This is an optimization exercise on Yosys and OpenROAD, whose aim is small area, a short achievable clock period and few clock cycles, not a production implementation. The RTL was checked by simulation tests, not by an equivalence proof against the original design.

Setup of the reference run:
Design fundamental_milestone, start of the top module:
module fundamental_milestone (
		input logic Clock_50,
		input logic Resetn,
		input logic m1_enable,
		input logic [15:0] SRAM_read_data,
		output logic [15:0] SRAM_write_data,
		output logic SRAM_we_n,
		output logic [17:0] SRAM_address,
		output logic m1_disable
		);
export LEC_CHECK = 0
export CAP_MARGIN = 20
export CORE_MARGIN = 2
export CORE_UTILIZATION = 40
export PLACE_DENSITY = 0.6
export SLEW_MARGIN = 20
export SYNTH_HIERARCHICAL = 1
export SYNTH_MINIMUM_KEEP_SIZE = 0
create_clock -name core_clock -period 16.0 [get_ports {Clock_50}]
run.sh (not shown) runs the stock make flow with config.mk's settings and CLKGATE_MAP_FILE= SYNTH_SCRIPT=/design/flow/synth_recipe.tcl, a recipe that flattens the netlist after the stock synthesis.
The reference run reached the end of the flow, and the finished layout is clean on the timing, design-rule and antenna checks.
Testbench counts of the reference run, summed over its fixed seeds: cycles 1,536,200.
Changes in the trial run relative to the reference run:
Settings: SETUP_SLACK_MARGIN now 11.8, previously not set.
==> flow/flow/run.sh (new file) <==
#!/bin/bash
set -euo pipefail
cat >> config.mk <<'EOC'
export SETUP_SLACK_MARGIN = 11.8
EOC
bash standard.sh > standard.log 2>&1
==> flow/standard.sh (new file) <==
#!/bin/bash
# synth_recipe.tcl (not shown) runs the flow's synth.tcl, then flattens the netlist and writes it again
# the make line also repeats each setting of config.mk as NAME=value (left out here)
make -C /OpenROAD-flow-scripts/flow DESIGN_CONFIG=/design/flow/config.mk WORK_HOME=/design/flow/orfs CLKGATE_MAP_FILE= SYNTH_SCRIPT=/design/flow/synth_recipe.tcl "${@:-finish}"
removed: flow/run.sh
==> summary.txt <==
The run with more setup slack is the trial run; the reference run has less.
Of the trial run and the reference run, the trial run shows the lower initial antenna violation count, with the reference run above it.
Comparing the trial run against the reference run, there is no change at all in count of H-tree levels built during CTS.
The trial run against the reference run; total clock buffers created by CTS is down by a few percent.
Changes observed in the trial run relative to the reference run: share of the core filled with cells in the final layout now sits higher; sequential portion of the cell area now sits lower; layout cell share with drive strength beyond 1 now sits higher.


## before
Another version of the RTL of fundamental_milestone (not shown whole).
Size: ~1900 cells after synthesis, ~360 flip-flops, ~55 I/O pins, roughly 23000 um2 of cells after synthesis.
==> flow/config.mk <==
export PLATFORM = sky130hd
export DESIGN_NAME = fundamental_milestone
export DESIGN_NICKNAME = fundamental_milestone
export VERILOG_FILES = /design/flow/design.v
export SDC_FILE = /design/flow/constraint.sdc
export NUM_CORES = 4
export LEC_CHECK = 0
export CAP_MARGIN = 20
export CORE_MARGIN = 2
export CORE_UTILIZATION = 40
export CTS_BUF_LIST = sky130_fd_sc_hd__clkbuf_8 sky130_fd_sc_hd__clkbuf_16
export CTS_CLUSTER_DIAMETER = 70
export CTS_CLUSTER_SIZE = 36
export PLACE_DENSITY = 0.6
export SLEW_MARGIN = 20
export SYNTH_HIERARCHICAL = 1
export SYNTH_MINIMUM_KEEP_SIZE = 0
export SETUP_SLACK_MARGIN = 11.8
==> flow/constraint.sdc <==
create_clock -name core_clock -period 16.0 [get_ports {Clock_50}]
set_input_delay 3.2000 -clock core_clock [delete_from_list [all_inputs] [get_ports {Clock_50}]]
set_output_delay 3.2000 -clock core_clock [all_outputs]
set_load 0.01 [all_outputs]
standard.sh (not shown) runs the stock make flow with config.mk's settings and CLKGATE_MAP_FILE= SYNTH_SCRIPT=/design/flow/synth_recipe.tcl, a recipe that flattens the netlist after the stock synthesis.
==> flow/flow/run.sh <==
#!/bin/bash
set -euo pipefail
cat >> config.mk <<'EOC'
export SETUP_SLACK_MARGIN = 11.8
EOC
bash standard.sh > standard.log 2>&1
before ran to completion and came out clean on the timing, design-rule and antenna checks.
Testbench counts of before, summed over its fixed seeds: cycles 1,536,200.
The inputs of after differ from those of before as listed below.
diff --git a/flow/config.mk b/flow/config.mk
--- a/flow/config.mk
+++ b/flow/config.mk
@@ -11 +10,0 @@
-export CTS_BUF_LIST = sky130_fd_sc_hd__clkbuf_8 sky130_fd_sc_hd__clkbuf_16
## What came out
- after | status: complete | timing, DRC, antenna: pass
- Comparing after against before, there is no change at all in final-layout worst hold slack.
- Any difference in post-synthesis cell type count between before and after is small enough to ignore.
- after and before ended up with nearly the same routed wire length per instance.
- From after to before, synthesized net count did not move at all.
- Between after and before, the difference in core utilization is negligible.
- Comparing before against after, there is no change at all in max-cap violation count.
- Diff before -> after: setup slack roughly the same, mux share of post-synthesis cell area neither gained nor lost much, depth of the worst hold-timing path did not really move.
- Global-route usage: before vs after identical


Setup of S:
fundamental_milestone with an RTL version that a note above also has.
Size in the first run: ~390 flip-flops, ~55 I/O pins.
==> flow/config.mk <==
export PLATFORM = sky130hd
export DESIGN_NAME = fundamental_milestone
export DESIGN_NICKNAME = fundamental_milestone
export VERILOG_FILES = /design/flow/design.v
export SDC_FILE = /design/flow/constraint.sdc
export NUM_CORES = 4
export LEC_CHECK = 0
export CAP_MARGIN = 20
export CORE_MARGIN = 2
export CORE_UTILIZATION = 40
export PLACE_DENSITY = 0.6
export SLEW_MARGIN = 20
export SYNTH_HIERARCHICAL = 1
export SYNTH_MINIMUM_KEEP_SIZE = 0
export SETUP_SLACK_MARGIN = 12.2
==> flow/constraint.sdc <==
create_clock -name core_clock -period 16.0 [get_ports {Clock_50}]
set_input_delay 3.2000 -clock core_clock [delete_from_list [all_inputs] [get_ports {Clock_50}]]
set_output_delay 3.2000 -clock core_clock [all_outputs]
set_load 0.01 [all_outputs]
==> flow/flow/run.sh <==
#!/bin/bash
set -euo pipefail
cat >> config.mk <<'EOC'
export SETUP_SLACK_MARGIN = 12.2
EOC
bash standard.sh > standard.log 2>&1
Testbench counts of S, summed over its fixed seeds: cycles 1,536,200.
Changes in T relative to S:
- SETUP_SLACK_MARGIN changed from 12.2 to 11.3
==> flow/flow/run.sh <==
#!/bin/bash
set -euo pipefail
cat >> config.mk <<'EOC'
export SETUP_SLACK_MARGIN = 11.3
EOC
bash standard.sh > standard.log 2>&1
- Comparing S and T, first-pass GRT wire length is lower on T.
- T vs. S: post-DP HPWL went up by 0.95%.
- [diff] final design instance area without fill, T relative to S: improvement

==> re-timing with driven ports <==
Ports are ideal in the flow. The routed layouts listed here were re-timed in OpenROAD. Step 1: set_driving_cell puts a clkbuf_16 on Clock_50 and a buf_2 on each other input, an assumption about the parent block. Step 2, shift: input delay + t, output delay - t, t = (earliest + latest rising clock arrival at the registers) / 2. This alone moves slack from input paths to output paths. Slacks: ideal / step 1 / step 2; pairs: ideal / step 1.
run | shift t [ns] | setup WS [ns] | worst register clock-pin slew, ns
the reference run | 0.636 | 11.030 / 11.030 / 11.030 | 0.07 / 0.07
the trial run | 0.643 | 11.548 / 11.494 / 11.410 | 0.06 / 0.06
before | 0.643 | 11.728 / 11.667 / 11.737 | 0.09 / 0.09
after | 0.643 | 11.728 / 11.667 / 11.737 | 0.09 / 0.09
S | 0.626 | 11.535 / 11.475 / 11.560 | 0.06 / 0.06
T | 0.636 | 11.390 / 11.331 / 11.388 | 0.07 / 0.07
After both steps every run listed still meets setup and hold. The setup slack of the trial run, which loses most, moves by -0.054 ns with the drivers and by -0.138 ns with both steps.
